Context: an optimization exercise on an open-source flow, tuned for small area. The choices shown serve that exercise and are no tape-out recipe.
RTL that was checked went through simulation tests only; none was proved equivalent to the original.
For runs 1 to 3 and 7, only the layout was checked, not whether the RTL still works.
The clock cells of runs 6 and 7 come from the design's own scripts or RTL, not from TritonCTS.
The flow treats the clock pin as an ideal source. Dropping or thinning the clock tree relies on that and would not hold on a real chip.
Power is estimated from default activity; no workload was simulated.

## flow/flow/run.sh

```bash
#!/bin/bash
# Standard ORFS layout, except that the port buffers are the smallest
# buffer (buf_1) instead of the cell buffer_ports picks by default.
set -euo pipefail
bash standard.sh BUFFER_PORTS_ARGS="-buffer_cell sky130_fd_sc_hd__buf_1" finish > standard.log 2>&1
```

## flow/standard.sh

```bash
#!/bin/bash
# synth_recipe.tcl (not shown) runs the flow's synth.tcl, then flattens the netlist and writes it again
# the make line also repeats each setting of config.mk as NAME=value (left out here)
make -C /OpenROAD-flow-scripts/flow DESIGN_CONFIG=/design/flow/config.mk WORK_HOME=/design/flow/orfs CLKGATE_MAP_FILE= SYNTH_SCRIPT=/design/flow/synth_recipe.tcl "${@:-finish}"
```

## flow/config.mk

```make
export PLATFORM = sky130hd
export DESIGN_NAME = Top
export DESIGN_NICKNAME = Top
export VERILOG_FILES = /design/flow/design.v
export SDC_FILE = /design/flow/constraint.sdc
export NUM_CORES = 4
export LEC_CHECK = 0
export CAP_MARGIN = 20
export CORE_MARGIN = 2
export CORE_UTILIZATION = 40
export SLEW_MARGIN = 20
```

## flow/constraint.sdc

```tcl
create_clock -name core_clock -period 10.0 [get_ports {clk}]
set_input_delay 2.0000 -clock core_clock [delete_from_list [all_inputs] [get_ports {clk}]]
set_output_delay 2.0000 -clock core_clock [all_outputs]
set_load 0.01 [all_outputs]
```

## flow/design.v

```verilog
`timescale 1ns / 1ps
module Top(
    clk, rst_switch, play_switch, signal_out1, signal_out2, signal_out3, LED, LED_state, mode4_handout_count, LED_switch
);
    input clk, rst_switch, play_switch;
    output [4-1:0] signal_out1, signal_out2, signal_out3;
    output [4-1:0] LED;
    output [5-1:0] LED_state;
    output [3-1:0] mode4_handout_count;
    output LED_switch;
    assign LED_switch = play_switch;
    reg [3:0] db;
    reg db_d, rst;
    wire db_lvl = &db;
    always @(posedge clk) begin
        db <= {db[2:0], rst_switch};
        db_d <= db_lvl;
        rst <= db_lvl & ~db_d;
    end
    reg [1:0] rnd;
    reg [2:0] q5;
    always @(posedge clk) begin
        if (rst) begin
            rnd <= 2'd0;
            q5 <= 3'b100;
        end else begin
            rnd <= rnd + 2'd1;
            q5 <= {q5[1:0], ~(q5[1] & (q5[2] | ~q5[0]))};
        end
    end
    wire tick = ~rnd[1] & rnd[0] & q5[1] & ~q5[0];
    localparam Wait = 3'd0, Open_lid = 3'd1, Hand_out = 3'd2, Hand_in = 3'd3, Close_lid = 3'd4;
    reg [4:0] state;
    wire [1:0] mode = state[4:3];
    wire [2:0] ph = state[2:0];
    reg start;
    reg [9:0] pre;      
    reg [3:0] cnt;      
    reg [2:0] hcnt;     
    wire swon = ~play_switch;
    wire wrap = (pre == 10'b0101100100);     
    wire s0 = (pre == 10'd0);
    reg done;
    always @(*) begin
        case (ph)
            Open_lid:  done = (mode == 2'b01) ? (&cnt) : (cnt[1] & cnt[0]);                
            Hand_out,
            Hand_in:   done = (mode == 2'b01) ? (cnt[3] & cnt[1]) : (cnt[2] & cnt[1]);    
            default:   done = cnt[1] & cnt[0];                                               
        endcase
    end
    wire m3 = (mode == 2'b10);
    wire m4 = (mode == 2'b11);
    reg [4:0] nstate;
    always @(*) begin
        nstate = state;
        case (ph)
            Wait:      if (swon) nstate = {rnd, Open_lid};
            Open_lid:  if (done) nstate = {mode, (m3 && hcnt[1:0] != 2'd3) ? Close_lid : Hand_out};
            Hand_out:  if (done) nstate = {mode, Hand_in};
            Hand_in:   if (done) nstate = {mode, (m4 && !hcnt[2]) ? Hand_out : Close_lid};
            default:   if (done) nstate = {mode, (m3 && hcnt[1:0] != 2'd0) ? Open_lid : Wait};
        endcase
    end
    wire run = start & ~done;
    always @(posedge clk) begin
        start <= (ph != Wait) & ~done;
        if (run & ~wrap)
            pre <= {pre[8:0], ~(pre[9] ^ pre[6])};
        else
            pre <= 10'd0;
        if (~run)
            cnt <= 4'd0;
        else if (wrap)
            cnt <= cnt + 4'd1;
    end
    wire hinc = done & ((ph == Hand_out & m4) | (ph == Open_lid & m3));
    always @(posedge clk) begin
        if (rst) begin
            state <= 5'd0;
            hcnt <= 3'd0;
        end else begin
            state <= nstate;
            if (ph == Close_lid & mode[0])
                hcnt <= 3'd0;
            else if (hinc)
                hcnt <= {hcnt[2] | (mode[0] & hcnt[1] & hcnt[0]), hcnt[1:0] + 2'd1};
        end
    end
    assign LED_state = state;
    assign mode4_handout_count = {hcnt[2], hcnt[1:0] & {2{mode[0]}}};
    assign LED = {mode == 2'd0, mode == 2'd1, m3, m4};
    wire lid_ph = (ph == Open_lid) | (ph == Close_lid);
    wire hand_ph = (ph == Hand_out) | (ph == Hand_in);
    wire lid_over = (cnt[3] | cnt[2] | (cnt[1] & cnt[0] & ~s0));
    wire hand_over = (cnt[3] | (cnt[2] & cnt[1] & ~s0) | (cnt[2] & cnt[1] & cnt[0]));
    wire en = start & ((lid_ph & ~lid_over) | (hand_ph & ~hand_over));
    wire which = ph[1];
    wire fwd = ph[0];
    reg v, w, e, ew, d;
    reg [1:0] p;
    always @(posedge clk) begin
        if (rst) begin
            v <= 1'b0;
            e <= 1'b0;
        end else if (tick) begin
            v <= e;
            e <= en;
        end
    end
    always @(posedge clk) begin
        if (tick) begin
            w <= ew;
            p[0] <= v & (w == ew) & ~p[0];
            p[1] <= v & (w == ew) & (p[1] ^ p[0] ^ ~d);
            ew <= which;
            d <= fwd;
        end
    end
    wire [3:0] onehot = {p[1] & p[0], p[1] & ~p[0], ~p[1] & p[0], ~p[1] & ~p[0]};
    assign signal_out1 = onehot & {4{v & ~w}};
    assign signal_out2 = onehot & {4{v & w}};
    assign signal_out3 = signal_out1;
endmodule  
```

==> results.json, run 1 <==
{
  "status": "complete, no violations",
  "crit_type": "input port to output pin",
  "numCtsBuffers": 5,
  "crit_slowest_cell": "buf_1",
  "cp.required_ps": 8000,
  "ant_nets": 0,
  "max_stage_delay_ps": 160,
  "postCtsHoldBufs": 0,
  "synth_warnings": 1,
  "yosys_register_bits": 41,
  "crit_fanout": 3,
  "syn_area_per_cell_um2": 9.503,
  "cts_sinks": 41,
  "drt_iter0_markers": 25,
  "synth_edf_count": 5,
  "critPathTopFamily": "buffers and inverters",
  "post_cts_buffers": 0,
  "powerDensity_nw_per_um2": 211.0,
  "cp_num_buf_inv": 2,
  "cts_resized": 0,
  "synth_cells": 190,
  "seqPwrFrac_pct": 56.0,
  "fin_crit_sh_pct": 42.79,
  "hold_viol_final": 0,
  "async_flop_share_pct": 0,
  "final.setup_skew_ps": 5.201,
  "dieArea_um2": 5067,
  "grt_pass1_wl_um": 5244,
  "drv_cap": 0,
  "clk_latency_ps": 290,
  "utilization_pct": 44.66,
  "die_x_um": 71.19,
  "rsz0062_at_grt": "no",
  "drc": 0,
  "overflow": 0,
  "peakVddDrop_mv": 0.1089,
  "syn_to_final_growth_pct": 7.692,
  "period_minus_slack_ps": 4279,
  "synthTopCellsByArea": "dfxtp_1, edfxtp_1, ha_1",
  "hold_path_depth": 0,
  "synth-xor-area-share_pct": 2.911,
  "h-tree-depth": 2,
  "place_area_um2": 1862,
  "synth_top_cell_area_share_pct": 39.92,
  "cp.depth": 2,
  "clk_path_buf_depth": 2,
  "power_frac_clock_pct": 24.8,
  "mostFrequentLayoutCells": "dfxtp_1, buf_1, nor2_1",
  "syn-cell-area_um2": 1805,
  "cts_root_buf": "clkbuf_8",
  "final_nets": 218,
  "p_int_mw": 0.2932,
  "wire_per_inst_um": 11.41,
  "antenna_found_initial": 0,
  "synth.distinct_cells": 40,
  "ys.flop_type": "dfxtp_1",
  "drive_above_1_share_pct": 6.250,
  "worst_slew_pin_slew_ps": 548.5,
  "dr_total_vias": 1280,
  "port_buffers": 27,
  "crit_path_frequent_cell": "buf_1",
  "max_clock_freq_ghz": 0.2337,
  "r2r_slack_ps": 7920,
  "ys_seq_area_share_pct": 48.23,
  "path_cells": "buf_1 -> buf_1",
  "pin_count": 28,
  "synthSimpleGateAreaFrac_pct": 22.80,
  "setup_viol_count_final": 0,
  "initial_core_util_pct": 41.47,
  "antenna_cells": 0,
  "power.leakage_nw": 0.8405,
  "fp-row-count": 24,
  "n_fill_cell": 437,
  "fin_area_um2": 1944,
  "synth.area.mux_share_pct": 3.881,
  "dr.pass1.iters": 4,
  "grt_pass1_vias": 1157,
  "switchingPower_mw": 0.1170,
  "slew_violations": 0,
  "netSwitchingFraction_pct": 28.53,
  "drt-total-wl_um": 2967,
  "routabilityCongestion": 0.7452,
  "cts_tree": "done",
  "syn_nets": 201,
  "clk_pin_slew_ps": 70,
  "crit_arrival_ps": 2280,
  "die_h_um": 71.19,
  "core_area_um2": 4354,
  "layout_commonest_cell": "dfxtp_1",
  "worstHoldPathType": "register to register",
  "synth_top_family_by_area": "simple AND/OR/NAND/NOR gates",
  "synth_compound_area_share_pct": 7.623,
  "yosys.area_share.adder_pct": 5.544,
  "worst_hold_slack_ps": 350.0,
  "synth_top_cell_by_area": "dfxtp_1",
  "place_hpwl_um": 2135,
  "worstSetupStartpointType": "input port",
  "grt_max_degree": 14,
  "vias_per_cell": 4.923,
  "pwr-share-comb_pct": 19.1,
  "track_usage_pct": 13.22,
  "tns_ps": 0,
  "worst-r2r-cell-count": 5,
  "cp-end-kind": "output pin",
  "timing.slew.headroom_pct": 63.10
}
[cell families (layout without fill, tap and decap cells)]
logic type                 count (synthesis)  count (layout)
DFF                                       41              41
muxes                                      7               7
buffers and inverters                     31              49
and+or+nand+nor                           76              76
xor gates and xnor gates                   6               6
AOI/OAI and AO/OA                         21              21
adders and majority gates                  8               8
[final cells by class]
class | instances | area (µm²) | share of cell area, %
sequential | 41 | 870.8 | 44.79
inverter | 14 | 52.55 | 2.703
clock inverter | 2 | 10.01 | 0.5148
clock buffer | 6 | 72.57 | 3.732
multi-input combinational | 118 | 772.0 | 39.70
tap | 52 | 65.06 | 3.346
timing repair buffer | 27 | 101.3 | 5.212
[state kept, by name, summed over array words and instances (netlist names)]
signal,flops
pre,10
rst,1
w,1
p,2
db_d,1
state,5
v,1
cnt,4
start,1
db,4
q5,3
rnd,2
d,1
ew,1
e,1
hcnt,3
[cell usage after synthesis (5+ instances only)]
master and number:
ha_1 8, mux2i_1 7, nand2_1 14, clkbuf_1 5
inv_1 14, buf_4 10, nor2_1 19, dfxtp_1 36
and2_1 10, and3_1 5, edfxtp_1 5
[layer usage]
| metal | up-vias | track usage [%] | share of wire [%] |
|---|---|---|---|
| met3 | 6 | 5.128 | 5.9 |
| met4 | 0 | 5.660 | 2.0 |
| met1 | 578 | 17.20 | 48 |
| li1 | 662 | - | - |
| met2 | 34 | 19.55 | 44 |
| met5 | - | 0 | 0 |
[power by group through the flow]
stage	combinational (mW)	sequential [mW]	clock [mW]
final	0.0784	0.230	0.102
after global routing	0.0895	0.237	0.114
after CTS	0.0795	0.231	0.106
after detailed placement	0.0786	0.234	0
after global placement	0.0776	0.234	0
after floorplan	0.0683	0.226	0
[path summary, 6_finish.rpt]
kind	start	end
worst max-delay path	play_switch	LED_switch
worst max register to register	state[3]	hcnt[0]
worst min register to register	db[1]	db[2]
worst min-delay path	db[1]	db[2]
[through the flow]
stage,setup WS [ps],std cells,total power [mW]
after floorplan,5881,190,0.2946
after global routing,5711,260,0.4400
after global placement,5734,252,0.3120
after CTS,5714,260,0.4159
final,5721,260,0.4103
after detailed placement,5717,252,0.3124
==> inputs of run 2 (changes only) <==
==> flow/run.sh (new file) <==
#!/bin/bash
# synth_recipe.tcl (not shown) runs the flow's synth.tcl, then flattens the netlist and writes it again
# the make line also repeats each setting of config.mk as NAME=value (left out here)
make -C /OpenROAD-flow-scripts/flow DESIGN_CONFIG=/design/flow/config.mk WORK_HOME=/design/flow/orfs CLKGATE_MAP_FILE= SYNTH_SCRIPT=/design/flow/synth_recipe.tcl finish
removed: flow/flow/run.sh
removed: flow/standard.sh
==> run 2 against run 1 <==
Still clean. Global-route usage is 0.64 points higher. Worst setup slack worse by 770 ps. Core utilization is 4.0 points higher. Wire length is 7.8% higher. Design area is 9.0% higher.
==> results.json, run 2 <==
{
  "cts_sinks": 41,
  "overflow": 0,
  "synth_top_cell_by_area": "dfxtp_1",
  "dieArea_um2": 5067,
  "register_area_um2": 870.8,
  "cp.required_ps": 8000,
  "dr.pass1.iters": 4,
  "async_flop_share_pct": 0,
  "crit_path_frequent_cell": "clkdlybuf4s50_1",
  "worstHoldPathType": "register to register",
  "fin_crit_sh_pct": 50.53,
  "hold_path_depth": 0,
  "place_area_um2": 2031,
  "numCtsBuffers": 5,
  "layout_commonest_cell": "dfxtp_1",
  "syn_nets": 201,
  "cp-end-kind": "output pin",
  "core_area_um2": 4354,
  "post-place-cells": 252,
  "max_clock_freq_ghz": 0.1979,
  "worstSetupStartpointType": "input port",
  "routabilityCongestion": 0.7910,
  "synthTopCellsByArea": "dfxtp_1, edfxtp_1, ha_1",
  "antenna_cells": 0,
  "syn_to_final_growth_pct": 17.39,
  "setup_viol_count_final": 0,
  "clk_pin_slew_ps": 80,
  "mostFrequentLayoutCells": "dfxtp_1, clkdlybuf4s50_1, nor2_1",
  "cp.depth": 2,
  "wire_per_inst_um": 12.30,
  "drt_iter0_markers": 38,
  "cts_resized": 0,
  "crit_slowest_cell": "clkdlybuf4s50_1",
  "crit_type": "input port to output pin",
  "powerDensity_nw_per_um2": 204.4,
  "cp_num_buf_inv": 2,
  "peakVddDrop_mv": 0.09615,
  "track_usage_pct": 13.86,
  "yosys_register_bits": 41,
  "reg_top3": "pre: 10 flops, state: 5 flops",
  "ant_nets": 0,
  "post_cts_buffers": 0,
  "slew_violations": 0,
  "timing.slew.headroom_pct": 57.48,
  "port_buffers": 27,
  "path_cells": "clkdlybuf4s50_1 -> clkdlybuf4s50_1",
  "final.setup_skew_ps": 4.771,
  "postCtsHoldBufs": 0,
  "final_cells": 260,
  "max_stage_delay_ps": 550,
  "syn-cell-area_um2": 1805,
  "grt_max_degree": 15,
  "clk_path_buf_depth": 2,
  "ys_seq_area_share_pct": 48.23,
  "worst_slew_pin_slew_ps": 621.7,
  "largest-register": "pre",
  "synth_warnings": 1,
  "hold_viol_final": 0,
  "h-tree-depth": 2,
  "ys.flop_type": "dfxtp_1",
  "grt_pass1_wl_um": 5582,
  "n_fill_cell": 400,
  "synth_edf_count": 5,
  "vias_per_cell": 5.035,
  "multi_input_area_um2": 772.0,
  "drc": 0,
  "initial_core_util_pct": 41.47,
  "synth_top_cell_area_share_pct": 39.92,
  "critPathTopFamily": "buffers and inverters",
  "tns_ps": 0,
  "largest_reg_flops": 10,
  "cts_root_buf": "clkbuf_8",
  "die_h_um": 71.19,
  "synth_common_cells": "dfxtp_1, nor2_1, inv_1, nand2_1",
  "synth_cells": 190,
  "cts_tree": "done",
  "drv_cap": 0,
  "rsz0062_at_grt": "no",
  "final_nets": 218,
  "synth.distinct_cells": 40,
  "crit_arrival_ps": 3050,
  "drive_above_1_share_pct": 6.731,
  "fp-row-count": 24,
  "power.leakage_nw": 0.9083,
  "syn_area_per_cell_um2": 9.503,
  "pin_count": 28,
  "fin_area_um2": 2120,
  "period_minus_slack_ps": 5053,
  "drt-total-wl_um": 3198,
  "die_x_um": 71.19,
  "dr_total_vias": 1309,
  "grt_pass1_vias": 1256,
  "status": "complete, no violations",
  "r2r_slack_ps": 7740,
  "place_hpwl_um": 2397,
  "antenna_found_initial": 0,
  "worst-r2r-cell-count": 5,
  "synthMostInstantiatedCell": "dfxtp_1",
  "crit_fanout": 3,
  "clk_latency_ps": 290
}
==> run 2: cell type report <==
| cell class | count | share of cell area (%) |
|---|---|---|
| Tap cell | 52 | 3.070 |
| Sequential cell | 41 | 41.09 |
| Timing Repair Buffer | 27 | 12.75 |
| Multi-Input combinational cell | 118 | 36.42 |
| Inverter | 14 | 2.479 |
| Clock buffer | 5 | 3.247 |
| Clock inverter | 3 | 0.9445 |
==> run 2: path summary, 6_finish.rpt <==
path               start    endpoint
max          play_switch  LED_switch
min                db[1]       db[2]
max reg2reg     state[3]     hcnt[0]
min reg2reg        db[1]       db[2]
==> run 2: metal layers <==
metal	track usage [%]	part of all wire, %
met4	5.870	1.3
met3	4.274	5.8
met5	0	0
met2	23.15	48
met1	16.44	45
==> run 2: cell families after synthesis <==
family          after synthesis  share of synthesized area [%]
fa+ha+maj                     8                          5.544
simple gates                 76                          22.80
xor+xnor                      6                          2.911
mux                           7                          3.881
buf+inv                      31                          9.009
flops                        41                          48.23
compound gates               21                          7.623
==> run 2: where the power goes <==
part | switching [mW] | internal (mW)
clock network | 0.0567 | 0.0496
logic | 0.0383 | 0.0553
registers | 0.0295 | 0.204
==> run 2: worst reg2reg max path, cell delays in order, from the launching register on <==
cell and delay [ps]:
dfxtp_1 570, nand2b_1 210, a2111oi_0 630, o22ai_1 310, nand4_1 270, mux2i_1 220
==> run 2: through the flow <==
step	total power, mW	worst slack, ps	utilization [%]	hold slack, ps
floorplan	0.2946	5881	-	323.6
global placement	0.3252	4962	46.64	325.7
detailed placement	0.3305	4946	46.64	340.0
CTS	0.4375	4939	48.68	356.7
global route	0.4608	4912	48.68	362.6
finish	0.4332	4947	48.68	353.5
==> inputs of run 3 (changes only) <==
==> flow/flow/run.sh (new file) <==
#!/bin/bash
# Standard ORFS layout with two changes:
# - after the standard synthesis, the combinational logic is re-mapped for
#   area by yosys/abc (registers untouched: same cells and names);
# - the port buffers are the smallest buffer (buf_1).
set -euo pipefail
HERE=$(pwd)
RES=$HERE/orfs/results/$FLOW_PLATFORM/Top/base
YOSYS=yosys
[ -x "$FLOW_HOME/../tools/install/yosys/bin/yosys" ] && YOSYS=$FLOW_HOME/../tools/install/yosys/bin/yosys

bash standard.sh synth > synth.log 2>&1

mkdir -p resynth
cp $RES/1_2_yosys.v resynth/in.v
cp $FLOW_HOME/platforms/$FLOW_PLATFORM/lib/sky130_fd_sc_hd__tt_025C_1v80.lib resynth/lib.lib
cp flow/resynth.ys flow/abc.script resynth/
(cd resynth && $YOSYS -s resynth.ys > resynth.log 2>&1)
rm -f resynth/lib.lib
cp resynth/out.v $RES/1_2_yosys.v
touch $RES/1_2_yosys.v

bash standard.sh BUFFER_PORTS_ARGS="-buffer_cell sky130_fd_sc_hd__buf_1" finish > standard.log 2>&1
==> flow/flow/abc.script (new file) <==
strash
&get -n
&st
&dch
&nf -R 1000
&put
==> flow/flow/resynth.ys (new file) <==
# Re-map the combinational logic of the standard synthesis netlist for area.
# Registers are kept as they are (same cells, same instance names); every
# other cell is dissolved into its liberty function and re-mapped by abc.
read_liberty -ignore_miss_func lib.lib
read_verilog in.v
hierarchy -top Top
setattr -mod -set keep_hierarchy 1 sky130_fd_sc_hd__dfxtp_1 sky130_fd_sc_hd__edfxtp_1 sky130_fd_sc_hd__dfrtp_1 sky130_fd_sc_hd__dfstp_1 sky130_fd_sc_hd__dfbbp_1
flatten
opt -purge
abc -liberty lib.lib -dont_use *lpflow* -dont_use *probe* -script abc.script
opt_clean -purge
tee -o resynth_stat.txt stat -liberty lib.lib
select Top
write_verilog -noattr -selected out.v
==> flow/standard.sh (new file) <==
#!/bin/bash
# synth_recipe.tcl (not shown) runs the flow's synth.tcl, then flattens the netlist and writes it again
# the make line also repeats each setting of config.mk as NAME=value (left out here)
make -C /OpenROAD-flow-scripts/flow DESIGN_CONFIG=/design/flow/config.mk WORK_HOME=/design/flow/orfs CLKGATE_MAP_FILE= SYNTH_SCRIPT=/design/flow/synth_recipe.tcl "${@:-finish}"
removed: flow/run.sh
==> run 3 against run 2 <==
Still clean. Flip-flop and latch count unchanged. Clock power is 14% higher. Maximum frequency grew 18%. Worst setup slack gained 780 ps. Critical endpoint unchanged. Largest cell class unchanged. Highest routed layer unchanged.
==> results.json, run 3 <==
{
  "p_int_mw": 0.3016,
  "mostFrequentLayoutCells": "dfxtp_1, nor2_1, buf_1",
  "syn_to_final_growth_pct": 17.90,
  "syn_area_per_cell_um2": 9.403,
  "drc": 0,
  "drt-total-wl_um": 2849,
  "fp-row-count": 22,
  "cts_tree": "done",
  "cp-end-kind": "output pin",
  "die_x_um": 66.28,
  "cp_num_buf_inv": 2,
  "max_stage_delay_ps": 160,
  "peakVddDrop_mv": 0.1296,
  "powerDensity_nw_per_um2": 229.8,
  "drv_cap": 0,
  "syn-cell-area_um2": 1551,
  "clk_pin_slew_ps": 80,
  "clk_path_buf_depth": 2,
  "routabilityCongestion": 0.8028,
  "pwr-share-comb_pct": 16.7,
  "postCtsHoldBufs": 0,
  "cts_sinks": 41,
  "path_cells": "buf_1 -> buf_1",
  "place_area_um2": 1720,
  "vias_per_cell": 5.072,
  "setup_viol_count_final": 0,
  "dr_total_vias": 1263,
  "final.setup_skew_ps": 9.077,
  "critPathTopFamily": "buffers and inverters",
  "crit_arrival_ps": 2270,
  "clk_latency_ps": 290,
  "worst_slew_pin_slew_ps": 690.1,
  "cp.required_ps": 8000,
  "drt_iter0_markers": 44,
  "hold_viol_final": 0,
  "grt_pass1_wl_um": 4892,
  "crit_slowest_cell": "buf_1",
  "wire_per_inst_um": 11.44,
  "period_minus_slack_ps": 4274,
  "power.leakage_nw": 0.6671,
  "largest-register": "pre",
  "fin_area_um2": 1829,
  "crit_path_frequent_cell": "buf_1",
  "initial_core_util_pct": 42.06,
  "synth_warnings": 1,
  "h-tree-depth": 2,
  "pin_count": 28,
  "syn_nets": 168,
  "layout_commonest_cell": "dfxtp_1",
  "status": "complete, no violations",
  "timing.slew.headroom_pct": 53.50,
  "grt_max_degree": 16,
  "worstSetupStartpointType": "input port",
  "tns_ps": 0,
  "post_cts_buffers": 0,
  "crit_fanout": 3,
  "dieArea_um2": 4393,
  "power_frac_clock_pct": 28.7,
  "final_nets": 203,
  "total_power_mw": 0.4204,
  "die_h_um": 66.28,
  "port_buffers": 27,
  "synth_cells": 165,
  "dr.pass1.iters": 4,
  "fin_crit_sh_pct": 42.74,
  "antenna_found_initial": 0,
  "rsz0062_at_grt": "no",
  "crit_type": "input port to output pin",
  "worstHoldPathType": "register to register",
  "antenna_cells": 0,
  "switchingPower_mw": 0.1188,
  "largest_reg_flops": 10,
  "place_hpwl_um": 2075,
  "utilization_pct": 49.59,
  "cts_resized": 0,
  "ant_nets": 0,
  "reg_top3": "pre: 10 flops, state: 5 flops",
  "track_usage_pct": 14.60,
  "grt_pass1_vias": 1143,
  "overflow": 0,
  "drive_above_1_share_pct": 4.478,
  "n_fill_cell": 382,
  "core_area_um2": 3689,
  "numCtsBuffers": 5,
  "slew_violations": 0,
  "cts_root_buf": "clkbuf_8",
  "seqPwrFrac_pct": 54.6,
  "netSwitchingFraction_pct": 28.26,
  "max_clock_freq_ghz": 0.2340
}
[run 3: cell types whose count changed in the layout (fill, tap and decap cells not counted), moves of 3 or more]
cell / delta
ha_1: -8
clkinv_1: +4
and2_4: -4
and2_1: -10
mux2i_1: -3
and2_0: +11
nor2_1: +9
o21ai_0: +5
a21oi_1: +4
inv_1: -14
a211oi_1: +3
nor3_1: +6
buf_1: +27
clkdlybuf4s50_1: -27
[run 3: power groups by stage]
| stage | Clock [mW] | Combinational, mW | Sequential [mW] |
|---|---|---|---|
| final | 0.121 | 0.0700 | 0.230 |
| after global routing | 0.133 | 0.0798 | 0.235 |
| after CTS | 0.126 | 0.0714 | 0.230 |
| after detailed placement | 0 | 0.0711 | 0.233 |
| after global placement | 0 | 0.0685 | 0.232 |
| after floorplan | 0 | 0.0524 | 0.228 |
[run 3: final timing paths]
path	from	end	slack (ps)	cells after the start
worst max-delay path	play_switch	LED_switch	5730	2
worst min-delay path	db[1]	db[2]	340	0
worst max register to register	state[3]	hcnt[0]	7710	8
worst min register to register	db[1]	db[2]	340	0
[run 3: area by class of cell]
cell class              count  area, µm²  share of cell area, %
clock inverters             2      15.01                 0.8208
clock buffers               6      93.84                  5.130
inverters                   4      15.01                 0.8208
multi-input cells         120      665.6                  36.39
well taps                  48      60.06                  3.283
flip-flops and latches     41      870.8                  47.61
repair buffers             28      108.9                  5.951
[run 3: routing by layer]
layer  global-route usage (%)  up-vias  share of wire [%]
met2                    24.75       27                 48
li1                         -      649                  -
met4                    7.143        0                2.5
met3                    4.600       10                4.4
met1                    16.45      577                 45
met5                        0        -                  0
[run 3: per-stage QoR]
step | hold WS, ps | instances | setup slack (ps)
final | 341.3 | 249 | 5726
after global routing | 349.8 | 249 | 5684
after CTS | 341.3 | 249 | 5726
after detailed placement | 332.9 | 241 | 5726
after global placement | 332.7 | 241 | 5728
after floorplan | 323.8 | 165 | 6000
==> inputs of run 4 (changes only) <==
--- a/flow/design.v
+++ b/flow/design.v
@@ -10,11 +10,10 @@
     output LED_switch;
     assign LED_switch = play_switch;
-    reg [3:0] db;
-    reg db_d, rst;
-    wire db_lvl = &db;
+    reg [2:0] ds;
+    wire rst = ds[2] & ~ds[1];
     always @(posedge clk) begin
-        db <= {db[2:0], rst_switch};
-        db_d <= db_lvl;
-        rst <= db_lvl & ~db_d;
+        ds[2] <= rst_switch ? ((ds[1] & ~ds[0]) | (ds[2] & ds[0])) : (ds[2] & ds[1] & ~ds[0]);
+        ds[1] <= rst_switch & (ds[0] | (ds[1] & ~ds[2]));
+        ds[0] <= rst_switch & (ds[2] | ~ds[1]);
     end
     reg [1:0] rnd;
@@ -65,5 +64,5 @@
     wire run = start & ~done;
     always @(posedge clk) begin
-        start <= (ph != Wait) & ~done;
+        start <= ~rst & (ph != Wait) & ~done;
         if (run & ~wrap)
             pre <= {pre[8:0], ~(pre[9] ^ pre[6])};
--- a/flow/flow/run.sh
+++ b/flow/flow/run.sh
@@ -21,3 +21,3 @@
 touch $RES/1_2_yosys.v
 
-bash standard.sh BUFFER_PORTS_ARGS="-buffer_cell sky130_fd_sc_hd__buf_1" finish > standard.log 2>&1
+bash standard.sh BUFFER_PORTS_ARGS="-buffer_cell sky130_fd_sc_hd__buf_1" CTS_ARGS="-sink_clustering_enable -sink_clustering_size 50 -sink_clustering_max_diameter 1000 -buf_list sky130_fd_sc_hd__clkbuf_8 -root_buf sky130_fd_sc_hd__clkbuf_8 -repair_clock_nets" finish > standard.log 2>&1
==> run 4 against run 3 <==
Synthesized cell count increased by 1.8%. Clock-buffer cell count decreased by 1. Largest cell class unchanged. Die area decreased by 1.4%. First-iteration DRC count fell by 55%. Hold slack improved by 100 ps.
==> results.json, run 4 <==
{
  "status": "complete, no violations",
  "synth_cells": 168,
  "switchingPower_mw": 0.1648,
  "drv_cap": 0,
  "max_stage_delay_ps": 150,
  "vias_per_cell": 5.179,
  "r2r_slack_ps": 7340,
  "routabilityCongestion": 0.7733,
  "netSwitchingFraction_pct": 31.79,
  "antenna_cells": 0,
  "wire_per_inst_um": 11.69,
  "layout_commonest_cell": "dfxtp_1",
  "largest_reg_flops": 10,
  "cts_sinks": 38,
  "utilization_pct": 50.10,
  "clk_latency_ps": 290,
  "final.setup_skew_ps": 8.327,
  "drc": 0,
  "cts_resized": 0,
  "p_int_mw": 0.3536,
  "timing.slew.headroom_pct": 49.60,
  "core_area_um2": 3661,
  "cp-end-kind": "output pin",
  "syn_area_per_cell_um2": 9.094,
  "crit_arrival_ps": 2230,
  "place_area_um2": 1697,
  "worst-r2r-cell-count": 8,
  "powerDensity_nw_per_um2": 282.6,
  "crit_slowest_cell": "buf_1",
  "antenna_found_initial": 0,
  "port_buffers": 27,
  "max_clock_freq_ghz": 0.2363,
  "fp-row-count": 22,
  "dr.pass1.iters": 4,
  "tns_ps": 0,
  "initial_core_util_pct": 41.73,
  "period_minus_slack_ps": 4231,
  "slew_violations": 0,
  "largest-register": "pre",
  "fin_crit_sh_pct": 42.31,
  "dr_total_vias": 1305,
  "critPathTopFamily": "buffers and inverters",
  "post_cts_buffers": 0,
  "worst_slew_pin_slew_ps": 736.9,
  "seqPwrFrac_pct": 46.8,
  "die_h_um": 65.80,
  "crit_type": "input port to output pin",
  "power.leakage_nw": 0.6669,
  "power_frac_clock_pct": 29.5,
  "setup_slack_ps": 5769,
  "track_usage_pct": 15.96,
  "reg2reg_to": "hcnt[1]",
  "cp_num_buf_inv": 2,
  "pin_count": 28,
  "hold_path_end": "q5[0]",
  "pre_cts_ws_ps": 5768,
  "syn_nets": 171,
  "reg_top3": "pre: 10 flops, state: 5 flops, cnt: 4 flops",
  "drive_above_1_share_pct": 4.412,
  "rsz0062_at_grt": "no",
  "crit_path_frequent_cell": "buf_1",
  "hold_path_depth": 1,
  "syn_to_final_growth_pct": 20.07,
  "dieArea_um2": 4330,
  "drt-total-wl_um": 2947,
  "ant_nets": 0,
  "peakVddDrop_mv": 0.1314,
  "postCtsHoldBufs": 0,
  "pwr-share-comb_pct": 23.7,
  "grt_pass1_wl_um": 5244,
  "fin_area_um2": 1834,
  "cp.required_ps": 8000,
  "grt_pass1_vias": 1213,
  "clk_pin_slew_ps": 80,
  "n_fill_cell": 364,
  "setup_viol_count_final": 0,
  "regToRegStartpoint": "state[3]",
  "h-tree-depth": 2,
  "grt_max_degree": 14,
  "overflow": 0,
  "drt_iter0_markers": 20,
  "cts_tree": "done",
  "worstHoldPathType": "register to register",
  "syn-cell-area_um2": 1528,
  "crit_fanout": 2,
  "worstSetupStartpointType": "input port",
  "numCtsBuffers": 5,
  "place_hpwl_um": 2172,
  "clk_path_buf_depth": 2,
  "total_power_mw": 0.5184,
  "die_x_um": 65.80,
  "final_nets": 206,
  "hold_viol_final": 0,
  "cts_root_buf": "clkbuf_8",
  "mostFrequentLayoutCells": "dfxtp_1, buf_1, nor2_1",
  "synth_warnings": 1,
  "hp-start": "q5[2]",
  "path_cells": "buf_1 -> buf_1"
}
## run 4: how the worst max path moves through the flow
| stage | from | endpoint | slack, ps | cells after the start |
|---|---|---|---|---|
| global placement | play_switch | LED_switch | 5770 | 2 |
| CTS | play_switch | LED_switch | 5770 | 2 |
| finish | play_switch | LED_switch | 5770 | 2 |
| floorplan | play_switch | LED_switch | 6000 | 0 |
| detailed placement | play_switch | LED_switch | 5770 | 2 |
| global route | play_switch | LED_switch | 5740 | 2 |
## run 4: stage by stage
step	hold slack [ps]	cells
2_1_floorplan	399.0	168
3_5_place_dp	440.9	244
4_1_cts	447.4	252
6_report	442.7	252
5_1_grt	474.2	252
3_3_place_gp	411.8	244
## run 4: power groups by stage
stage          Clock, mW  Combinational (mW)  Sequential (mW)
6_report           0.153               0.123            0.242
5_1_grt            0.164               0.141            0.251
4_1_cts            0.155               0.124            0.243
3_5_place_dp           0               0.123            0.246
3_3_place_gp           0               0.119            0.244
2_1_floorplan          0              0.0881            0.238
## run 4: final cells by class
cell class / instances / area (µm²) / area share (%)
Sequential cell: 38 / 820.8 / 44.75
Timing Repair Buffer: 28 / 108.9 / 5.934
Inverter: 6 / 22.52 / 1.228
Tap cell: 48 / 60.06 / 3.274
Clock inverter: 3 / 68.82 / 3.752
Multi-Input combinational cell: 124 / 684.4 / 37.31
Clock buffer: 5 / 68.82 / 3.752
## run 4: metal layers
| metal | GRT usage (%) | up-vias | wire (µm) | part of all wire (%) |
|---|---|---|---|---|
| met5 | 0 | - | 0 | 0 |
| met4 | 8.594 | 0 | 70 | 2.4 |
| met3 | 5.111 | 7 | 181 | 6.1 |
| met2 | 26.64 | 34 | 1331 | 45 |
| met1 | 18.00 | 604 | 1364 | 46 |
| li1 | - | 660 | - | - |
==> inputs of run 5 (changes only) <==
--- a/flow/flow/run.sh
+++ b/flow/flow/run.sh
@@ -21,3 +21,3 @@
 touch $RES/1_2_yosys.v
 
-bash standard.sh BUFFER_PORTS_ARGS="-buffer_cell sky130_fd_sc_hd__buf_1" CTS_ARGS="-sink_clustering_enable -sink_clustering_size 50 -sink_clustering_max_diameter 1000 -buf_list sky130_fd_sc_hd__clkbuf_8 -root_buf sky130_fd_sc_hd__clkbuf_8 -repair_clock_nets" finish > standard.log 2>&1
+bash standard.sh BUFFER_PORTS_ARGS="-buffer_cell sky130_fd_sc_hd__buf_1" CTS_ARGS="-sink_clustering_enable -sink_clustering_size 50 -sink_clustering_max_diameter 1000 -buf_list sky130_fd_sc_hd__clkbuf_4 -root_buf sky130_fd_sc_hd__clkbuf_4 -repair_clock_nets" finish > standard.log 2>&1
==> run 5 against run 4 <==
Critical path depth unchanged. Flip-flop and latch count unchanged. Synthesized area unchanged. Still clean on timing, DRC and antenna. Critical path type unchanged. Wire length decreased by 1.6%. Combinational power about the same. Final cell count unchanged. Sequential power about the same. Worst setup slack improved by 1.1 ps. Via count increased by 1.5%. Register-to-register slack about the same.
==> results.json, run 5 <==
{
  "status": "complete, no violations",
  "cts_sinks": 38,
  "worst-r2r-cell-count": 8,
  "worst_slew_pin_slew_ps": 734.6,
  "layout_commonest_cell": "dfxtp_1",
  "cts_tree": "done",
  "final_nets": 206,
  "slew_violations": 0,
  "crit_path_frequent_cell": "buf_1",
  "place_hpwl_um": 2172,
  "multi_input_area_um2": 684.4,
  "setup_viol_count_final": 0,
  "cts_root_buf": "clkbuf_4",
  "pin_count": 28,
  "numCtsBuffers": 5,
  "crit_fanout": 2,
  "cp_num_buf_inv": 2,
  "worstHoldPathType": "register to register",
  "mostFrequentLayoutCells": "dfxtp_1, buf_1, nor2_1",
  "syn_nets": 171,
  "synth_warnings": 1,
  "syn_to_final_growth_pct": 18.02,
  "rsz0062_at_grt": "no",
  "use_met2_pct": 26.77,
  "cts_resized": 0,
  "path_cells": "buf_1 -> buf_1",
  "grt_max_degree": 14,
  "hold_viol_final": 0,
  "largest_reg_flops": 10,
  "peakVddDrop_mv": 0.1169,
  "total_power_mw": 0.4929,
  "r2r_slack_ps": 7330,
  "largest-register": "pre",
  "place_area_um2": 1697,
  "grt_pass1_wl_um": 5244,
  "drt_iter0_markers": 15,
  "antenna_cells": 0,
  "syn_area_per_cell_um2": 9.094,
  "postCtsHoldBufs": 0,
  "track_usage_pct": 15.75,
  "core_area_um2": 3661,
  "grt_pass1_vias": 1217,
  "ant_nets": 0,
  "drt-total-wl_um": 2901,
  "drv_cap": 0,
  "die_x_um": 65.80,
  "cp.required_ps": 8000,
  "overflow": 0,
  "worstSetupStartpointType": "input port",
  "vias_per_cell": 5.254,
  "critPathTopFamily": "buffers and inverters",
  "tns_ps": 0,
  "fin_area_um2": 1803,
  "crit_type": "input port to output pin",
  "powerDensity_nw_per_um2": 273.4,
  "drc": 0,
  "synth_cells": 168,
  "cp-end-kind": "output pin",
  "n_fill_cell": 365,
  "clk_path_buf_depth": 2,
  "drive_above_1_share_pct": 4.412,
  "clk_pin_slew_ps": 110,
  "die_h_um": 65.80,
  "clk_latency_ps": 340,
  "power.leakage_nw": 0.6540,
  "crit_arrival_ps": 2230,
  "post_cts_buffers": 0,
  "hold_path_depth": 1,
  "crit_slowest_cell": "buf_1",
  "timing.slew.headroom_pct": 49.76,
  "h-tree-depth": 2,
  "reg_top3": "pre: 10 flops, state: 5 flops, cnt: 4 flops",
  "dr.pass1.iters": 4,
  "dr_total_vias": 1324,
  "pre_cts_ws_ps": 5768,
  "syn-cell-area_um2": 1528,
  "period_minus_slack_ps": 4230,
  "met3_usage_pct": 4.600,
  "dieArea_um2": 4330,
  "final.setup_skew_ps": 12.90,
  "use_met1_pct": 17.91,
  "cp.depth": 2,
  "top_usage_layer": "met2",
  "initial_core_util_pct": 41.73,
  "wire_per_inst_um": 11.51,
  "max_stage_delay_ps": 150,
  "register_area_um2": 820.8,
  "fin_crit_sh_pct": 42.30,
  "antenna_found_initial": 0,
  "max_clock_freq_ghz": 0.2364,
  "setup_slack_ps": 5770,
  "fp-row-count": 22,
  "routabilityCongestion": 0.7733,
  "port_buffers": 27
}
[run 5: worst reg2reg max path, delay by kind of cell, from the launching register on]
kind | cells | cell delay, ps
muxes | 1 | 180
and+or+nand+nor | 3 | 560
buffers and inverters | 1 | 140
DFF | 1 | 510
AOI/OAI and AO/OA | 3 | 1180
[run 5: layer usage]
layer,vias up,wire length (µm)
li1,664,-
met1,615,1347
met2,39,1310
met3,6,178
met4,0,64
met5,-,0
[run 5: final timing paths]
check | startpoint | to
min reg2reg | q5[2] | q5[0]
max | play_switch | LED_switch
min | q5[2] | q5[0]
max reg2reg | state[3] | hcnt[1]
[run 5: report_power, final]
group | total [mW] | switching [mW] | internal, mW
Sequential | 0.243 | 0.0410 | 0.201
Combinational | 0.123 | 0.0706 | 0.0520
Clock | 0.128 | 0.0496 | 0.0782
Total | 0.493 | 0.161 | 0.332
[run 5: area by class of cell]
cell class,count,area share [%]
flip-flops and latches,38,45.52
multi-input cells,124,37.96
repair buffers,28,6.037
clock inverters,3,3.817
well taps,48,3.331
clock buffers,5,2.082
inverters,6,1.249
[run 5: stage by stage]
stage / util (%) / std cells / hold slack [ps]
finish: 49.25 / 252 / 451.7
detailed placement: 46.34 / 244 / 440.9
global placement: 46.34 / 244 / 411.8
CTS: 49.25 / 252 / 450.3
floorplan: - / 168 / 399.0
global route: 49.25 / 252 / 481.1
==> inputs of run 6 (changes only) <==
==> flow/flow/run.sh (replaced) <==
#!/bin/bash
# Standard ORFS layout with three changes:
# - after the standard synthesis, the combinational logic is re-mapped for
#   area by yosys/abc (registers untouched: same cells and names), and kept
#   only if yosys proves it equal to the standard netlist;
# - the port buffers are the smallest buffer (buf_1);
# - the clock tree is two clkbuf_8 fed from the clock port (cts_hook.tcl).
set -euo pipefail
HERE=$(pwd)
RES=$HERE/orfs/results/$FLOW_PLATFORM/Top/base
YOSYS=yosys
[ -x "$FLOW_HOME/../tools/install/yosys/bin/yosys" ] && YOSYS=$FLOW_HOME/../tools/install/yosys/bin/yosys

bash standard.sh synth > synth.log 2>&1

mkdir -p resynth
cp $RES/1_2_yosys.v resynth/in.v
cp $FLOW_HOME/platforms/$FLOW_PLATFORM/lib/sky130_fd_sc_hd__tt_025C_1v80.lib resynth/lib.lib
cp flow/resynth.ys flow/equiv.ys flow/abc.script resynth/
if (cd resynth && $YOSYS -s resynth.ys > resynth.log 2>&1 && $YOSYS -s equiv.ys > equiv.log 2>&1) \
   && ! grep -q '^ *assign .*[&|^~]' resynth/out.v; then
  cp resynth/out.v $RES/1_2_yosys.v
  touch $RES/1_2_yosys.v
  echo "resynth: used" > resynth/status.txt
else
  echo "resynth: failed, standard netlist kept" > resynth/status.txt
fi
rm -f resynth/lib.lib

bash standard.sh BUFFER_PORTS_ARGS="-buffer_cell sky130_fd_sc_hd__buf_1" \
  PRE_CTS_TCL=$HERE/flow/cts_hook.tcl finish > standard.log 2>&1
==> flow/flow/abc.script (replaced) <==
strash
&get -n
&st
&deepsyn -T 60
&put
strash
&get -n
&dch
&nf -R 1000
&put
==> flow/flow/cts_hook.tcl (new file) <==
# Clock tree of K buffers fed straight from the clock port: the clock sinks are
# split into K groups by position (k-means) and each group gets one buffer at
# its centroid.
proc my_simple_cts { clk_net_name buf_cell k } {
  set block [ord::get_db_block]
  set net [$block findNet $clk_net_name]
  set pts {}
  foreach it [$net getITerms] {
    if { [$it isInputSignal] || [$it getIoType] == "INPUT" } {
      set i [$it getInst]
      set bb [$i getBBox]
      lappend pts [list [expr {([$bb xMin]+[$bb xMax])/2.0}] [expr {([$bb yMin]+[$bb yMax])/2.0}] [$i getName] [[$it getMTerm] getName]]
    }
  }
  set n [llength $pts]
  if { $k > $n } { set k $n }
  # initial centres: sinks sorted by x+y, evenly spaced
  set sorted [lsort -real -index 0 $pts]
  set cs {}
  for {set j 0} {$j < $k} {incr j} {
    set p [lindex $sorted [expr {int(($j + 0.5) * $n / $k)}]]
    lappend cs [list [lindex $p 0] [lindex $p 1]]
  }
  for {set iter 0} {$iter < 50} {incr iter} {
    set asg {}
    foreach p $pts {
      set best 0; set bd 1e30
      for {set j 0} {$j < $k} {incr j} {
        set c [lindex $cs $j]
        set d [expr {abs([lindex $p 0]-[lindex $c 0]) + abs([lindex $p 1]-[lindex $c 1])}]
        if { $d < $bd } { set bd $d; set best $j }
      }
      lappend asg $best
    }
    set ncs {}
    for {set j 0} {$j < $k} {incr j} {
      set sx 0; set sy 0; set m 0
      foreach p $pts a $asg { if { $a == $j } { set sx [expr {$sx + [lindex $p 0]}]; set sy [expr {$sy + [lindex $p 1]}]; incr m } }
      if { $m > 0 } { lappend ncs [list [expr {$sx/$m}] [expr {$sy/$m}]] } else { lappend ncs [lindex $cs $j] }
    }
    set cs $ncs
  }
  set dbu [$block getDbUnitsPerMicron]
  for {set j 0} {$j < $k} {incr j} {
    set pins {}
    foreach p $pts a $asg { if { $a == $j } { lappend pins [get_pins "[lindex $p 2]/[lindex $p 3]"] } }
    if { [llength $pins] == 0 } { continue }
    set c [lindex $cs $j]
    insert_buffer -buffer_cell $buf_cell -net $clk_net_name -load_pins $pins \
      -location [list [expr {[lindex $c 0]/$dbu}] [expr {[lindex $c 1]/$dbu}]] \
      -buffer_name clkbuf_leaf_$j -net_name clknet_leaf_$j
    puts "clock buffer $j: [llength $pins] sinks"
  }
}

# Used in place of TritonCTS: the design has few registers, so two clkbuf_8
# fed from the clock port, each driving the registers near it, meet the
# clock slew limit with less area than an H-tree with dummy loads.
rename clock_tree_synthesis __tritoncts_clock_tree_synthesis
proc clock_tree_synthesis { args } {
  my_simple_cts clk sky130_fd_sc_hd__clkbuf_8 2
}
==> flow/flow/equiv.ys (new file) <==
# Prove the re-mapped netlist equal to the standard synthesis netlist.
read_liberty -ignore_miss_func lib.lib
read_verilog in.v
rename Top gold
read_verilog out.v
rename Top gate
flatten gold gate
hierarchy -check
opt_clean
equiv_make gold gate equiv
hierarchy -top equiv
equiv_simple -undef
equiv_induct -undef
equiv_status -assert
--- a/flow/flow/resynth.ys
+++ b/flow/flow/resynth.ys
@@ -7,4 +7,5 @@
 setattr -mod -set keep_hierarchy 1 sky130_fd_sc_hd__dfxtp_1 sky130_fd_sc_hd__edfxtp_1 sky130_fd_sc_hd__dfrtp_1 sky130_fd_sc_hd__dfstp_1 sky130_fd_sc_hd__dfbbp_1
 flatten
+rename -hide w:*.*
 opt -purge
 abc -liberty lib.lib -dont_use *lpflow* -dont_use *probe* -script abc.script
==> run 6 against run 5 <==
Still clean on timing, DRC and antenna. Worst setup slack got worse by 58 ps. Die area decreased by 1.4%. Flip-flop and latch count is the same. Sequential power increased by 2%. Wire length shrank 2.6%. Highest routed layer unchanged.
==> results.json, run 6 <==
{
  "status": "complete, no violations",
  "total_power_mw": 0.4414,
  "slew_violations": 0,
  "max_stage_delay_ps": 160,
  "crit_type": "input port to output pin",
  "syn-cell-area_um2": 1505,
  "crit_fanout": 3,
  "cp-end-kind": "output pin",
  "path_cells": "buf_1 -> buf_1",
  "mostFrequentLayoutCells": "dfxtp_1, nor2_1, buf_1",
  "drv_cap": 0,
  "rsz0062_at_grt": "no",
  "die_h_um": 65.35,
  "syn_area_per_cell_um2": 8.959,
  "fin_crit_sh_pct": 42.88,
  "fin_area_um2": 1702,
  "power_frac_clock_pct": 12.2,
  "clk_latency_ps": 160,
  "largest-register": "pre",
  "port_buffers": 27,
  "pin_count": 28,
  "antenna_cells": 0,
  "final_nets": 203,
  "powerDensity_nw_per_um2": 259.4,
  "setup_viol_count_final": 0,
  "netSwitchingFraction_pct": 36.52,
  "place_hpwl_um": 2095,
  "dr.pass1.iters": 4,
  "core_area_um2": 3633,
  "worst_hold_slack_ps": 435.3,
  "layout_commonest_cell": "dfxtp_1",
  "critPathTopFamily": "buffers and inverters",
  "dieArea_um2": 4270,
  "synth_warnings": 1,
  "setup_slack_ps": 5712,
  "worst_slew_pin_slew_ps": 399.4,
  "use_met2_pct": 26.02,
  "largest_reg_flops": 10,
  "overflow": 0,
  "synth_cells": 168,
  "antenna_found_initial": 0,
  "fp-row-count": 22,
  "grt_pass1_wl_um": 5050,
  "grt_pass1_vias": 1183,
  "die_x_um": 65.35,
  "vias_per_cell": 4.947,
  "syn_nets": 171,
  "switchingPower_mw": 0.1612,
  "seqPwrFrac_pct": 56.3,
  "track_usage_pct": 14.04,
  "cp.required_ps": 8000,
  "reg_top3": "pre: 10 flops, state: 5 flops, cnt: 4 flops",
  "drt_iter0_markers": 23,
  "syn_to_final_growth_pct": 13.05,
  "wire_per_inst_um": 11.49,
  "worstHoldPathType": "register to register",
  "drive_above_1_share_pct": 1.515,
  "grt_max_degree": 21,
  "ant_nets": 0,
  "p_int_mw": 0.2801,
  "place_area_um2": 1674,
  "pwr-share-comb_pct": 31.5,
  "crit_arrival_ps": 2290,
  "crit_slowest_cell": "buf_1",
  "utilization_pct": 46.83,
  "post-place-cells": 244,
  "worstSetupStartpointType": "input port",
  "routabilityCongestion": 0.8542,
  "hold_viol_final": 0,
  "cp_num_buf_inv": 2,
  "initial_core_util_pct": 41.43,
  "top_usage_layer": "met2",
  "final_cells": 246,
  "met3_usage_pct": 0.6849,
  "power.leakage_nw": 0.6368,
  "use_met1_pct": 18.52,
  "pre_cts_ws_ps": 5710,
  "post_cts_buffers": 0,
  "drc": 0,
  "final.setup_skew_ps": 7.753,
  "drt-total-wl_um": 2826,
  "max_clock_freq_ghz": 0.2332,
  "tns_ps": 0,
  "dr_total_vias": 1217,
  "peakVddDrop_mv": 0.09531,
  "clk_pin_slew_ps": 100,
  "cts_resized": 0,
  "postCtsHoldBufs": 0,
  "timing.slew.headroom_pct": 73.34,
  "period_minus_slack_ps": 4288,
  "crit_path_frequent_cell": "buf_1"
}
-- run 6: layer usage --
| metal | part of all wire, % | vias up |
|---|---|---|
| met2 | 44 | 32 |
| met4 | 1.2 | 0 |
| met3 | 4.2 | 4 |
| li1 | - | 634 |
| met5 | 0 | - |
| met1 | 51 | 547 |
-- run 6: final timing paths --
| path | end | slack, ps | startpoint | cells past startpoint |
|---|---|---|---|---|
| worst max register to register | pre[3] | 7810 | state[1] | 9 |
| worst min-delay path | q5[0] | 440 | q5[2] | 1 |
| worst min register to register | q5[0] | 440 | q5[2] | 1 |
| worst max-delay path | LED_switch | 5710 | play_switch | 2 |
-- run 6: area by class of cell, clock buffers not listed --
type | count | area [µm²]
Fill cell | 391 | 1932
Sequential cell | 38 | 820.8
Multi-Input combinational cell | 124 | 661.9
Timing Repair Buffer | 28 | 108.9
Tap cell | 48 | 60.06
Inverter | 6 | 22.52
-- run 6: power groups by stage --
stage,sequential (mW),combinational (mW),clock [mW]
6_report,0.249,0.139,0.0538
3_3_place_gp,0.250,0.135,0
3_5_place_dp,0.252,0.139,0
5_1_grt,0.260,0.159,0.0626
2_1_floorplan,0.244,0.0983,0
4_1_cts,0.253,0.140,0.0413
==> inputs of run 7 (changes only) <==
==> flow/design.v (replaced) <==
`timescale 1ns / 1ps
module Top(
    clk, rst_switch, play_switch, signal_out1, signal_out2, signal_out3, LED, LED_state, mode4_handout_count, LED_switch
);
    input clk, rst_switch, play_switch;
    output [4-1:0] signal_out1, signal_out2, signal_out3;
    output [4-1:0] LED;
    output [5-1:0] LED_state;
    output [3-1:0] mode4_handout_count;
    output LED_switch;
    assign LED_switch = play_switch;
    reg [2:0] ds;
    wire rst = ds[2] & ~ds[1];
    always @(posedge clk) begin
        ds[2] <= rst_switch ? ((ds[1] & ~ds[0]) | (ds[2] & ds[0])) : (ds[2] & ds[1] & ~ds[0]);
        ds[1] <= rst_switch & (ds[0] | (ds[1] & ~ds[2]));
        ds[0] <= rst_switch & (ds[2] | ~ds[1]);
    end
    reg [1:0] rnd;
    reg [2:0] q5;
    always @(posedge clk) begin
        if (rst) begin
            rnd <= 2'd0;
            q5 <= 3'b100;
        end else begin
            rnd <= rnd + 2'd1;
            q5 <= {q5[1:0], ~(q5[1] & (q5[2] | ~q5[0]))};
        end
    end
    wire tick = ~rnd[1] & rnd[0] & q5[1] & ~q5[0];
    reg [4:0] state;
    wire [1:0] mode = state[4:3];
    wire P2 = state[2], P1 = state[1], P0 = state[0];
    wire ph_wait = ~(P2 | P1 | P0);
    wire ph_open = P0 & ~P1;
    wire ph_close = P2;
    wire m2 = ~mode[1] & mode[0];
    wire m3 = mode[1] & ~mode[0];
    wire m4 = mode[1] & mode[0];
    reg start;
    localparam [9:0] INV = 10'b1010101010;
    reg [9:0] pn;
    wire [9:0] pre = pn ^ INV;
    reg [3:0] cnt;      
    reg [2:0] hcnt;     
    wire swon = ~play_switch;
    wire wrap = (pre == 10'b0101100100);     
    wire s0 = (pre == 10'd0);
    wire done = P1 ? (cnt[1] & (m2 ? cnt[3] : cnt[2]))
                   : (cnt[1] & cnt[0] & (~m2 | P2 | (cnt[3] & cnt[2])));
    wire h_ne3 = ~(hcnt[1] & hcnt[0]);
    wire h_ne0 = hcnt[1] | hcnt[0];
    reg [2:0] np;
    always @(*) begin
        np[2] = P2 ? ~done
              : P1 ? (P0 & done & ~(m4 & ~hcnt[2]))
              : (P0 & done & m3 & h_ne3);
        np[1] = P1 ? (~(P0 & done) | (m4 & ~hcnt[2]))
              : (ph_open & done & ~(m3 & h_ne3));
        np[0] = P1 ? (P0 ^ done)
              : P2 ? (done & m3 & h_ne0)
              : P0 ? ~done
              : swon;
    end
    wire take = ph_wait & swon;
    wire run = start & ~done;
    wire step = run & ~wrap;
    always @(posedge clk) begin
        start <= ~rst & ~ph_wait & ~done;
        pn <= ({pre[8:0], ~(pre[9] ^ pre[6])} & {10{step}}) ^ INV;
        if (~run)
            cnt <= 4'd0;
        else if (wrap)
            cnt <= cnt + 4'd1;
    end
    wire hinc = done & ((P1 & ~P0 & m4) | (ph_open & m3));
    always @(posedge clk) begin
        if (rst) begin
            state <= 5'd0;
            hcnt <= 3'd0;
        end else begin
            state[2:0] <= np;
            if (take)
                state[4:3] <= rnd;
            if (ph_close & mode[0])
                hcnt <= 3'd0;
            else if (hinc)
                hcnt <= {hcnt[2] | (mode[0] & hcnt[1] & hcnt[0]), hcnt[1:0] + 2'd1};
        end
    end
    assign LED_state = state;
    assign mode4_handout_count = {hcnt[2], hcnt[1:0] & {2{mode[0]}}};
    assign LED = {~mode[1] & ~mode[0], m2, m3, m4};
    wire lid_over = (cnt[3] | cnt[2] | (cnt[1] & cnt[0] & ~s0));
    wire hand_over = (cnt[3] | (cnt[2] & cnt[1] & (cnt[0] | ~s0)));
    wire en_lid = start & ~P1 & ~lid_over;
    wire en_hand = start & P1 & ~hand_over;
    wire fwd = P0;
    reg vl, vh, el, eh, d;
    reg [1:0] p;
    always @(posedge clk) begin
        if (rst) begin
            vl <= 1'b0;
            vh <= 1'b0;
            el <= 1'b0;
            eh <= 1'b0;
        end else if (tick) begin
            vl <= el;
            vh <= eh;
            el <= en_lid;
            eh <= en_hand;
        end
    end
    wire cont = el ? vl : vh;
    always @(posedge clk) begin
        if (tick) begin
            p[0] <= cont & ~p[0];
            p[1] <= cont & (p[1] ^ p[0] ^ ~d);
            d <= fwd;
        end
    end
    wire [3:0] onehot = {p[1] & p[0], p[1] & ~p[0], ~p[1] & p[0], ~p[1] & ~p[0]};
    assign signal_out1 = onehot & {4{vl}};
    assign signal_out2 = onehot & {4{vh}};
    assign signal_out3 = signal_out1;
endmodule  
==> run 7 against run 6 <==
Largest power group unchanged. Critical path depth unchanged. Final cell count shrank 5.3%. Die area shrank 2.7%. Combinational power is 34% lower. Critical path type unchanged. Critical endpoint unchanged. First-iteration DRC count is 52% higher. Design area decreased by 3.2%. Clock power is 0.7% higher. Worst setup slack improved by 26 ps. Still clean on timing, DRC and antenna.
==> results.json, run 7 <==
{
  "status": "complete, no violations",
  "crit_path_frequent_cell": "buf_1",
  "vias_per_cell": 5.013,
  "postCtsHoldBufs": 0,
  "die_x_um": 64.45,
  "use_met2_pct": 24.22,
  "seqPwrFrac_pct": 59.5,
  "total_power_mw": 0.3604,
  "max_clock_freq_ghz": 0.2346,
  "max_stage_delay_ps": 160,
  "critPathTopFamily": "buffers and inverters",
  "fin_crit_sh_pct": 42.62,
  "ant_nets": 0,
  "path_cells": "buf_1 -> buf_1",
  "cp.required_ps": 8000,
  "switchingPower_mw": 0.1180,
  "crit_slowest_cell": "buf_1",
  "syn_to_final_growth_pct": 12.76,
  "syn-cell-area_um2": 1461,
  "syn_area_per_cell_um2": 9.249,
  "routabilityCongestion": 0.8017,
  "synth_warnings": 1,
  "worst_slew_pin_slew_ps": 995.8,
  "n_fill_cell": 359,
  "tns_ps": 0,
  "track_usage_pct": 13.25,
  "port_buffers": 27,
  "drv_cap": 0,
  "hold_viol_final": 0,
  "drive_above_1_share_pct": 1.070,
  "synth_cells": 158,
  "drt-total-wl_um": 2690,
  "largest-register": "pn",
  "post_cts_buffers": 0,
  "syn_nets": 161,
  "peakVddDrop_mv": 0.1422,
  "final_nets": 192,
  "grt_pass1_wl_um": 4754,
  "layout_commonest_cell": "dfxtp_1",
  "antenna_found_initial": 0,
  "rsz0062_at_grt": "no",
  "place_hpwl_um": 2079,
  "worstHoldPathType": "register to register",
  "crit_fanout": 3,
  "reg_top3": "pn: 10 flops, state: 5 flops, cnt: 4 flops",
  "grt_pass1_vias": 1086,
  "overflow": 0,
  "netSwitchingFraction_pct": 32.74,
  "core_area_um2": 3416,
  "dr_total_vias": 1168,
  "period_minus_slack_ps": 4262,
  "wire_per_inst_um": 11.55,
  "clk_pin_slew_ps": 120,
  "fp-row-count": 21,
  "drc": 0,
  "final.setup_skew_ps": 17.72,
  "initial_core_util_pct": 42.78,
  "timing.slew.headroom_pct": 32.71,
  "worstSetupStartpointType": "input port",
  "pin_count": 28,
  "crit_arrival_ps": 2260,
  "clk_latency_ps": 170,
  "slew_violations": 0,
  "met3_usage_pct": 0.8681,
  "p_int_mw": 0.2424,
  "use_met1_pct": 18.07,
  "grt_max_degree": 22,
  "crit_type": "input port to output pin",
  "setup_viol_count_final": 0,
  "antenna_cells": 0,
  "power.leakage_nw": 0.5901,
  "drt_iter0_markers": 35,
  "mostFrequentLayoutCells": "dfxtp_1, nor2_1, buf_1",
  "die_h_um": 64.45,
  "cts_resized": 0,
  "dr.pass1.iters": 4,
  "dieArea_um2": 4153,
  "cp_num_buf_inv": 2,
  "powerDensity_nw_per_um2": 218.7,
  "pwr-share-comb_pct": 25.4,
  "top_usage_layer": "met2",
  "power_frac_clock_pct": 15.0,
  "largest_reg_flops": 10,
  "cp-end-kind": "output pin"
}
[run 7: power by group through the flow]
| stage | Sequential, mW | Clock (mW) | Combinational (mW) |
|---|---|---|---|
| 2_1_floorplan | 0.213 | 0 | 0.0662 |
| 3_3_place_gp | 0.217 | 0 | 0.0908 |
| 3_5_place_dp | 0.218 | 0 | 0.0935 |
| 4_1_cts | 0.218 | 0.0414 | 0.0936 |
| 5_1_grt | 0.221 | 0.0621 | 0.106 |
| 6_report | 0.215 | 0.0542 | 0.0917 |
[run 7: cell type report, clock buffers not listed]
type | count | area [µm²] | area share [%]
inverters | 5 | 18.77 | 1.139
multi-input cells | 115 | 641.9 | 38.95
flip-flops and latches | 38 | 800.8 | 48.60
well taps | 46 | 57.56 | 3.493
repair buffers | 27 | 101.3 | 6.150
[run 7: path summary, 6_finish.rpt]
check                                  from    endpoint  slack, ps  depth (start not counted)
worst min register to register        pn[4]       pn[5]        390                          1
worst max-delay path            play_switch  LED_switch       5740                          2
worst max register to register     state[1]       pn[0]       7940                          6
worst min-delay path                  pn[4]       pn[5]        390                          1
[run 7: worst register-to-register path, delay by kind of cell, from the launching register on]
kind | cells | cell delay [ps]
simple gates | 3 | 810
compound gates | 2 | 510
flops | 1 | 500
buf+inv | 1 | 210
[run 7: metrics by stage]
step	instance area, µm²	hold WS (ps)	setup WS, ps	instances	util, %
floorplan	1461	352.7	6000	158	-
global placement	1620	363.1	5739	231	47.44
detailed placement	1620	362.0	5737	231	47.44
CTS	1648	361.4	5736	233	48.24
global route	1648	407.4	5707	233	48.24
finish	1648	388.1	5738	233	48.24
[run 7: layer usage]
metal	vias to the layer above	share of wire (%)
met2	19	46
met5	-	0
li1	615	-
met4	0	0.86
met1	532	50
met3	2	3.3

==> afterwards: timing with drivers on the ports <==
The flow's constraints put no driver on any port. The routed layouts listed below were extracted and timed again, unchanged, in two steps.
Step 1 (the two cells are an assumption about what drives the block):
set clk [get_ports {clk}]
set_driving_cell -lib_cell sky130_fd_sc_hd__clkbuf_16 $clk
set_driving_cell -lib_cell sky130_fd_sc_hd__buf_2 [delete_from_list [all_inputs] $clk]
Step 2 times the ports against the registers' clock, not the clock port: input delays grow and output delays shrink by t, the midpoint of the rising clock arrivals with the driver on.
a / b / c = no drivers / after step 1 / after step 2; a / b = the first two.
| run | shift t [ns] | setup WS [ns] | hold slack, ns | latest minus earliest clock arrival (ns) |
|---|---|---|---|---|
| run 1 | 0.315 | 5.721 / 5.700 / 5.700 | 0.350 / 0.350 / 0.350 | 0.005 / 0.005 |
| run 2 | 0.311 | 4.947 / 4.922 / 4.922 | 0.354 / 0.354 / 0.354 | 0.005 / 0.005 |
| run 3 | 0.310 | 5.726 / 5.703 / 5.703 | 0.341 / 0.341 / 0.341 | 0.009 / 0.009 |
| run 4 | 0.314 | 5.769 / 5.746 / 5.746 | 0.443 / 0.443 / 0.443 | 0.008 / 0.008 |
| run 5 | 0.361 | 5.770 / 5.747 / 5.747 | 0.452 / 0.452 / 0.452 | 0.013 / 0.013 |
| run 6 | 0.196 | 5.712 / 5.690 / 5.690 | 0.435 / 0.435 / 0.435 | 0.007 / 0.008 |
| run 7 | 0.194 | 5.738 / 5.716 / 5.716 | 0.388 / 0.388 / 0.388 | 0.017 / 0.018 |
After both steps every run listed still meets setup and hold. The setup slack of run 2, which loses most, moves by -0.025 ns with the drivers and by -0.025 ns with both steps.
